This is an optimization exercise on Yosys and OpenROAD, whose aim is small area and a short achievable clock period, not a production implementation. The RTL was checked by simulation tests, not by an equivalence proof against the original design. Power and IR drop assume default switching activity.

## red
==> flow/design.v (excerpt) <==
module adder_1 #(parameter DSIZE = 64)
            (
                in_a,
                in_b,
                in_c,
                in_d,
                sum,
                clk,
                rst_n
            );
input   [DSIZE-1:0]     in_a;
input   [DSIZE-1:0]     in_b;
input   [DSIZE-1:0]     in_c;
input   [DSIZE-1:0]     in_d;
output  [DSIZE-1:0]     sum ;
input                   clk;
input                   rst_n;
wire   [DSIZE-2:0]      s1, s2;
wire   [DSIZE-1:0]      pv;
wire   [DSIZE-2:0]      c1, c2;
wire   [DSIZE-2:1]      gv;
fa_m u_fa1_0 (.a(in_a[0]), .b(in_b[0]), .c(in_c[0]), .s(s1[0]), .co(c1[0]));
fa_m u_fa1_1 (.a(in_a[1]), .b(in_b[1]), .c(in_c[1]), .s(s1[1]), .co(c1[1]));
fa_m u_fa1_2 (.a(in_a[2]), .b(in_b[2]), .c(in_c[2]), .s(s1[2]), .co(c1[2]));
fa_m u_fa1_3 (.a(in_a[3]), .b(in_b[3]), .c(in_c[3]), .s(s1[3]), .co(c1[3]));
fa_m u_fa1_4 (.a(in_a[4]), .b(in_b[4]), .c(in_c[4]), .s(s1[4]), .co(c1[4]));
fa_m u_fa1_5 (.a(in_a[5]), .b(in_b[5]), .c(in_c[5]), .s(s1[5]), .co(c1[5]));
fa_m u_fa1_6 (.a(in_a[6]), .b(in_b[6]), .c(in_c[6]), .s(s1[6]), .co(c1[6]));
fa_m u_fa1_7 (.a(in_a[7]), .b(in_b[7]), .c(in_c[7]), .s(s1[7]), .co(c1[7]));
fa_m u_fa1_8 (.a(in_a[8]), .b(in_b[8]), .c(in_c[8]), .s(s1[8]), .co(c1[8]));
fa_m u_fa1_9 (.a(in_a[9]), .b(in_b[9]), .c(in_c[9]), .s(s1[9]), .co(c1[9]));
fa_m u_fa1_10 (.a(in_a[10]), .b(in_b[10]), .c(in_c[10]), .s(s1[10]), .co(c1[10]));
fa_m u_fa1_11 (.a(in_a[11]), .b(in_b[11]), .c(in_c[11]), .s(s1[11]), .co(c1[11]));
fa_m u_fa1_12 (.a(in_a[12]), .b(in_b[12]), .c(in_c[12]), .s(s1[12]), .co(c1[12]));
fa_m u_fa1_13 (.a(in_a[13]), .b(in_b[13]), .c(in_c[13]), .s(s1[13]), .co(c1[13]));
fa_m u_fa1_14 (.a(in_a[14]), .b(in_b[14]), .c(in_c[14]), .s(s1[14]), .co(c1[14]));
fa_m u_fa1_15 (.a(in_a[15]), .b(in_b[15]), .c(in_c[15]), .s(s1[15]), .co(c1[15]));
fa_m u_fa1_16 (.a(in_a[16]), .b(in_b[16]), .c(in_c[16]), .s(s1[16]), .co(c1[16]));
fa_m u_fa1_17 (.a(in_a[17]), .b(in_b[17]), .c(in_c[17]), .s(s1[17]), .co(c1[17]));
fa_m u_fa1_18 (.a(in_a[18]), .b(in_b[18]), .c(in_c[18]), .s(s1[18]), .co(c1[18]));
fa_m u_fa1_19 (.a(in_a[19]), .b(in_b[19]), .c(in_c[19]), .s(s1[19]), .co(c1[19]));
fa_m u_fa1_20 (.a(in_a[20]), .b(in_b[20]), .c(in_c[20]), .s(s1[20]), .co(c1[20]));
fa_m u_fa1_21 (.a(in_a[21]), .b(in_b[21]), .c(in_c[21]), .s(s1[21]), .co(c1[21]));
  ...
export LEC_CHECK = 0
export CAP_MARGIN = 20
export CORE_MARGIN = 2
export CORE_UTILIZATION = 40
export CTS_BUF_LIST = sky130_fd_sc_hd__clkbuf_4 sky130_fd_sc_hd__clkbuf_8
export SETUP_SLACK_MARGIN = 2.0
export SLEW_MARGIN = 20
export SYNTH_HIERARCHICAL = 1
export SYNTH_MINIMUM_KEEP_SIZE = 0
create_clock -name core_clock -period 4.0 [get_ports {clk}]
standard.sh (not shown) runs the stock make flow with config.mk's settings and CLKGATE_MAP_FILE= SYNTH_SCRIPT=/design/flow/synth_recipe.tcl, a recipe that flattens the netlist after the stock synthesis.
==> flow/flow/run.sh <==
#!/bin/bash
export BUFFER_PORTS_ARGS="-buffer_cell sky130_fd_sc_hd__buf_1"
bash standard.sh ABC_LOAD_IN_FF=3 RECOVER_POWER=100 finish > standard.log 2>&1
red completed; timing, DRC and antenna clean
Inputs modified between red and blue:
Settings: swapping 2.0 for 2.1 in SETUP_SLACK_MARGIN.
==> flow/flow/run.sh <==
#!/bin/bash
export BUFFER_PORTS_ARGS="-buffer_cell sky130_fd_sc_hd__buf_1"
bash standard.sh ABC_LOAD_IN_FF=3 finish > standard.log 2>&1
==> comparison <==
- For red and blue, there was not a single run that failed to finish clean.
- blue ended up with a lower data arrival time of the worst path than red did.
- Number of stages on the worst setup path: blue vs red down 4
- Looking at clock power share across red and blue, the one that comes out lower is blue.
- Compared with red, blue is hungrier on power.
- Total number of tap cells: blue vs red identical
- Achievable frequency (blue / red): 1.5

---

run 1:
adder_1, a different RTL version from the one above (not shown whole).
For scale: about 780 cells after synthesis, about 320 I/O pins.
==> flow/design.v (excerpt) <==
module adder_1 #(parameter DSIZE = 64)
            (
                in_a,
                in_b,
                in_c,
                in_d,
                sum,
                clk,
                rst_n
            );
input   [DSIZE-1:0]     in_a;
input   [DSIZE-1:0]     in_b;
input   [DSIZE-1:0]     in_c;
input   [DSIZE-1:0]     in_d;
output  [DSIZE-1:0]     sum ;
input                   clk;
input                   rst_n;
wire   [DSIZE-1:0]      s1, c1, s2, c2, pv, gv;
fa_m u_fa1_0 (.a(in_a[0]), .b(in_b[0]), .c(in_c[0]), .s(s1[0]), .co(c1[0]));
fa_m u_fa1_1 (.a(in_a[1]), .b(in_b[1]), .c(in_c[1]), .s(s1[1]), .co(c1[1]));
fa_m u_fa1_2 (.a(in_a[2]), .b(in_b[2]), .c(in_c[2]), .s(s1[2]), .co(c1[2]));
fa_m u_fa1_3 (.a(in_a[3]), .b(in_b[3]), .c(in_c[3]), .s(s1[3]), .co(c1[3]));
fa_m u_fa1_4 (.a(in_a[4]), .b(in_b[4]), .c(in_c[4]), .s(s1[4]), .co(c1[4]));
fa_m u_fa1_5 (.a(in_a[5]), .b(in_b[5]), .c(in_c[5]), .s(s1[5]), .co(c1[5]));
fa_m u_fa1_6 (.a(in_a[6]), .b(in_b[6]), .c(in_c[6]), .s(s1[6]), .co(c1[6]));
fa_m u_fa1_7 (.a(in_a[7]), .b(in_b[7]), .c(in_c[7]), .s(s1[7]), .co(c1[7]));
fa_m u_fa1_8 (.a(in_a[8]), .b(in_b[8]), .c(in_c[8]), .s(s1[8]), .co(c1[8]));
fa_m u_fa1_9 (.a(in_a[9]), .b(in_b[9]), .c(in_c[9]), .s(s1[9]), .co(c1[9]));
fa_m u_fa1_10 (.a(in_a[10]), .b(in_b[10]), .c(in_c[10]), .s(s1[10]), .co(c1[10]));
fa_m u_fa1_11 (.a(in_a[11]), .b(in_b[11]), .c(in_c[11]), .s(s1[11]), .co(c1[11]));
fa_m u_fa1_12 (.a(in_a[12]), .b(in_b[12]), .c(in_c[12]), .s(s1[12]), .co(c1[12]));
fa_m u_fa1_13 (.a(in_a[13]), .b(in_b[13]), .c(in_c[13]), .s(s1[13]), .co(c1[13]));
fa_m u_fa1_14 (.a(in_a[14]), .b(in_b[14]), .c(in_c[14]), .s(s1[14]), .co(c1[14]));
fa_m u_fa1_15 (.a(in_a[15]), .b(in_b[15]), .c(in_c[15]), .s(s1[15]), .co(c1[15]));
fa_m u_fa1_16 (.a(in_a[16]), .b(in_b[16]), .c(in_c[16]), .s(s1[16]), .co(c1[16]));
fa_m u_fa1_17 (.a(in_a[17]), .b(in_b[17]), .c(in_c[17]), .s(s1[17]), .co(c1[17]));
fa_m u_fa1_18 (.a(in_a[18]), .b(in_b[18]), .c(in_c[18]), .s(s1[18]), .co(c1[18]));
  ...
export LEC_CHECK = 0
export CAP_MARGIN = 20
export CORE_MARGIN = 2
export CORE_UTILIZATION = 40
export SETUP_SLACK_MARGIN = 1.8
export SLEW_MARGIN = 20
export SYNTH_HIERARCHICAL = 1
export SYNTH_MINIMUM_KEEP_SIZE = 0
create_clock -name core_clock -period 4.0 [get_ports {clk}]
==> flow/flow/run.sh <==
#!/bin/bash
export BUFFER_PORTS_ARGS="-buffer_cell sky130_fd_sc_hd__buf_1"
bash standard.sh ABC_LOAD_IN_FF=3 finish > standard.log 2>&1
Run 1 finished end to end and its layout was clean on timing, DRC and antenna.
What run 2 does differently from run 1 at the input level:
# run 1
export LEC_CHECK = 0
export CAP_MARGIN = 20
export CORE_MARGIN = 2
export CORE_UTILIZATION = 40
export SETUP_SLACK_MARGIN = 1.8
export SLEW_MARGIN = 20
export SYNTH_HIERARCHICAL = 1
export SYNTH_MINIMUM_KEEP_SIZE = 0
create_clock -name core_clock -period 4.0 [get_ports {clk}]
# run 2
export LEC_CHECK = 0
export CAP_MARGIN = 20
export CORE_MARGIN = 2
export CORE_UTILIZATION = 70
export PLACE_DENSITY = 0.8
export SETUP_SLACK_MARGIN = 2.2
export SLEW_MARGIN = 20
export SYNTH_HIERARCHICAL = 1
export SYNTH_MINIMUM_KEEP_SIZE = 0
create_clock -name core_clock -period 4.0 [get_ports {clk}]
==> flow/flow/run.sh <==
#!/bin/bash
export BUFFER_PORTS_ARGS="-buffer_cell sky130_fd_sc_hd__buf_1"
bash standard.sh > standard.log 2>&1
## What came out
Run 2: aborted in global routing (tool error). Run 1 → run 2: sequential share of the synthesized area down 2.0 points; vertical extent of the die moved down; mean instance size in the synthesized netlist picked up an extra about 4.4%; placed standard-cell area +400 um^2.
Input changes introduced in run 3 (baseline for comparison: run 2):
# run 2
export LEC_CHECK = 0
export CAP_MARGIN = 20
export CORE_MARGIN = 2
export CORE_UTILIZATION = 70
export PLACE_DENSITY = 0.8
export SETUP_SLACK_MARGIN = 2.2
export SLEW_MARGIN = 20
export SYNTH_HIERARCHICAL = 1
export SYNTH_MINIMUM_KEEP_SIZE = 0
create_clock -name core_clock -period 4.0 [get_ports {clk}]
# run 3
export LEC_CHECK = 0
export CAP_MARGIN = 20
export CORE_MARGIN = 2
export CORE_UTILIZATION = 40
export CTS_BUF_LIST = sky130_fd_sc_hd__clkbuf_4 sky130_fd_sc_hd__clkbuf_8
export SETUP_SLACK_MARGIN = 2.0
export SLEW_MARGIN = 20
export SYNTH_HIERARCHICAL = 1
export SYNTH_MINIMUM_KEEP_SIZE = 0
create_clock -name core_clock -period 4.0 [get_ports {clk}]
==> flow/flow/run.sh <==
#!/bin/bash
export BUFFER_PORTS_ARGS="-buffer_cell sky130_fd_sc_hd__buf_1"
bash standard.sh ABC_LOAD_IN_FF=3 finish > standard.log 2>&1
Findings:
Run 3: PASS, flow complete, no timing, DRC or antenna violations
Relative to run 2, effective utilization at floorplan has gone down in run 3.
Diff run 2 -> run 3: number of setup buffers added after CTS decreased 7; placer's final routability congestion estimate increased 0.0059; number of cells after detailed placement increased 145; register area share after synthesis increased 2.0 points.
Post-synth design cell area shrinks by a few percent when moving from run 2 to run 3.
What run 2 reported for die height has to be multiplied by 1.3 to get the figure for run 3.
Inputs modified between run 3 and run 4:
# run 3
export LEC_CHECK = 0
export CAP_MARGIN = 20
export CORE_MARGIN = 2
export CORE_UTILIZATION = 40
export CTS_BUF_LIST = sky130_fd_sc_hd__clkbuf_4 sky130_fd_sc_hd__clkbuf_8
export SETUP_SLACK_MARGIN = 2.0
export SLEW_MARGIN = 20
export SYNTH_HIERARCHICAL = 1
export SYNTH_MINIMUM_KEEP_SIZE = 0
create_clock -name core_clock -period 4.0 [get_ports {clk}]
# run 4
export LEC_CHECK = 0
export CAP_MARGIN = 20
export CORE_MARGIN = 2
export CORE_UTILIZATION = 40
export SETUP_SLACK_MARGIN = 2.2
export SLEW_MARGIN = 20
export SYNTH_HIERARCHICAL = 1
export SYNTH_MINIMUM_KEEP_SIZE = 0
create_clock -name core_clock -period 4.0 [get_ports {clk}]
==> flow/flow/run.sh <==
#!/bin/bash
export BUFFER_PORTS_ARGS="-buffer_cell sky130_fd_sc_hd__buf_1"
bash standard.sh > standard.log 2>&1
[summary]
Delta(clock share of power, run 4 - run 3) > 0. Re area of all placed cells without fillers: run 4 is 12% up on run 3. Summary of run 4 over run 3: count of distinct cell types in the synthesized netlist went up by 1, first-iteration DRC count went up by 1.2%. Taking run 3 as the reference, in run 4 flip-flop and latch share of the layout cell area -3.9 points, via count +24. Of run 3 and run 4, the run reporting the lower period utilization was run 4.

---

Setup of build 87:
adder_1 again, from the RTL that the note above started with.
// adder_1
module adder_1 #(parameter DSIZE = 64)
            (
                in_a,
                in_b,
                in_c,
                in_d,
                sum,
                clk,
                rst_n
            );
clock: 4.0 ns
lec_check: 0
cap_margin: 20
core_margin: 2
core_utilization: 40
setup_slack_margin: 2.2
slew_margin: 20
synth_hierarchical: 1
synth_minimum_keep_size: 0
==> flow/flow/run.sh <==
#!/bin/bash
export BUFFER_PORTS_ARGS="-buffer_cell sky130_fd_sc_hd__buf_1"
bash standard.sh ABC_LOAD_IN_FF=3 finish > standard.log 2>&1
diff inputs: build 87 => build 14
Settings: CORE_UTILIZATION changed from 40 to 50; SETUP_SLACK_MARGIN changed from 2.2 to 2.3; PLACE_DENSITY newly set to 0.7.
==> flow/flow/run.sh <==
#!/bin/bash
export BUFFER_PORTS_ARGS="-buffer_cell sky130_fd_sc_hd__buf_1"
bash standard.sh > standard.log 2>&1
==> summary.txt <==
In the tables for build 87 and build 14, met3 track utilization from global routing reads lower with build 14. Portion of the post-synthesis area used by sequential elements was higher in the run labelled build 87. Looking at via count across both flows, build 14 is the weaker of the two, with build 87 ahead.
Changes in build 73 relative to build 14:
Settings: PLACE_DENSITY: 0.7 -> unset; CORE_UTILIZATION: 50 -> 40; SETUP_SLACK_MARGIN: 2.3 -> 1.9.
-- flow/flow/run.sh --
<<< build 14, line 3
bash standard.sh > standard.log 2>&1
>>> build 73, line 3
bash standard.sh ABC_LOAD_IN_FF=3 finish > standard.log 2>&1
Notes after the runs:
Sequential share of cell area was lower in build 14 than in build 73. Looking at fmax, build 73 sits below build 14. Build 73 vs build 14, clock tree buffer count of the final layout went up by 3. On relative slew slack, build 73 does worse than build 14. Sequential cell area in the final layout of build 73 falls short of that of build 14 slightly. Post-route worst setup slack deteriorates in build 73 relative to build 14. Taking build 14 as the reference, in build 73 number of cells on the critical path moved up; maximum number of pins on one net before global-route repair moved down; later-pin clock latency in the skew report level; non-clock buffer count moved down. On count of inserted antenna diode cells, build 73 and build 14 are basically level. In summary, build 73 completed successfully, with a layout that passed the timing, design-rule and antenna checks.
> inputs changed (build 73 -> build 37)
Settings: SETUP_SLACK_MARGIN changed from 1.9 to 2.0.
## What came out
Build 37 went all the way through the flow, and no timing, DRC or antenna check failed. Setup slack after placement, build 37 and build 73: larger value in build 37. Build 73 → build 37: wire length shows an increase of 410 um; worst setup slack after layout shows an increase of 85 ps.

---

v4:
adder_1 with an RTL version that a note above also has.
For scale: roughly 780 cells after synthesis, ~190 flip-flops, about 320 I/O pins.
export LEC_CHECK = 0
export CAP_MARGIN = 20
export CORE_MARGIN = 2
export CORE_UTILIZATION = 50
export CTS_BUF_LIST = sky130_fd_sc_hd__clkbuf_4 sky130_fd_sc_hd__clkbuf_8
export SETUP_SLACK_MARGIN = 2.0
export SLEW_MARGIN = 20
export SYNTH_HIERARCHICAL = 1
export SYNTH_MINIMUM_KEEP_SIZE = 0
create_clock -name core_clock -period 4.0 [get_ports {clk}]
==> flow/flow/run.sh <==
#!/bin/bash
export BUFFER_PORTS_ARGS="-buffer_cell sky130_fd_sc_hd__buf_1"
bash standard.sh ABC_LOAD_IN_FF=3 finish > standard.log 2>&1
[inputs] v1 vs v4
Settings: changing CORE_UTILIZATION from 50 to 40; setting CTS_CLUSTER_DIAMETER to 150 for the first time; setting CTS_CLUSTER_SIZE to 40 for the first time.
--- outcome ---
- Met3 wirelength from detailed routing, v1 vs v4: up by a few percent
- Going from v4 to v1, number of global-route vias before repair shows a reduction of 92; share of cells above drive strength 1 rose by 3.0 points; hold-fix buffer count after cts flat; number of gates resized after CTS went up 5; cell area increased by about 1.7% relative to the old numbers.
- | wire length | v1 vs v4 | worse |
What v55 does differently from v1 at the input level:
Settings: CTS_CLUSTER_DIAMETER: 150 -> unset; CTS_CLUSTER_SIZE: 40 -> unset; PLACE_DENSITY: unset -> 0.65.
Findings:
v55 ran to completion and came out clean on the timing, design-rule and antenna checks. Compared with v1, in v55 count of clock-buffer cells in the layout went up; global-route wire length before repair went up; final worst-path cycle share went up; minimum clock period went up. Total power for v55 is lower than for v1. v55 vs v1, launching instance or port of the critical path: pv_l[16]$_DFF_PN0_ vs in_a[32]. Share of synthesized cell area in full adder, half adder and majority cells of v55 is on par with v1.
What v41 does differently from v55 at the input level:
Settings: a deleted PLACE_DENSITY that had been 0.65.
--- outcome ---
- Setup slack in v41 is 0.026 ns above v55.
- v41 vs v55, maximum single-stage delay on the critical path went up by 0.15 ns.
- Global-route wire length before repair: v41 better than v55
- Looking at overall power of the completed layout, v41 sits 0.80% above v55.
- v55 → v41: power drawn by the clock network moved up; via count of the first global-routing pass moved down; clock-buffer cell count moved down; total wirelength of the detailed-routed design moved down; met1 usage moved down.
- On clock skew, v41 and v55 are basically level.
- ~same post-placement cell count in v41 and v55

separate check: timing with driven ports:
Ports are ideal in the flow. The routed layouts listed here were re-timed in OpenROAD. Step 1 (the two cells are an assumption about what drives the block):
set clk [get_ports {clk}]
set_driving_cell -lib_cell sky130_fd_sc_hd__clkbuf_16 $clk
set_driving_cell -lib_cell sky130_fd_sc_hd__buf_2 [delete_from_list [all_inputs] $clk]
Step 2 moves the port delays by t, midway between the first and last clock arrival at a register: inputs arrive t later, outputs are due t later. That takes back most of the time a late clock gives input paths. a / b / c = no drivers / after step 1 / after step 2; a / b = the first two.
run	shift t [ns]	setup slack, ns	latest minus earliest clock arrival (ns)
red	0.506	1.192 / 1.192 / 1.192	0.012 / 0.013
blue	0.501	2.090 / 2.116 / 1.615	0.018 / 0.018
run 1	0.470	1.877 / 1.877 / 1.469	0.011 / 0.011
run 3	0.500	2.013 / 2.031 / 1.531	0.017 / 0.018
run 4	0.474	2.069 / 2.096 / 1.623	0.010 / 0.011
build 87	0.471	2.078 / 2.102 / 1.632	0.013 / 0.013
build 14	0.466	2.031 / 2.048 / 1.582	0.012 / 0.012
build 73	0.466	1.937 / 1.937 / 1.511	0.009 / 0.009
build 37	0.468	2.022 / 2.046 / 1.578	0.012 / 0.012
v4	0.502	2.028 / 2.028 / 1.555	0.013 / 0.013
v1	0.504	2.054 / 2.079 / 1.575	0.014 / 0.014
v55	0.490	2.029 / 2.029 / 1.612	0.014 / 0.015
v41	0.504	2.054 / 2.079 / 1.575	0.014 / 0.014
After both steps setup and hold are still met in every run listed. The setup slack of run 3, which loses most, moves by +0.018 ns with the drivers and by -0.482 ns with both steps.
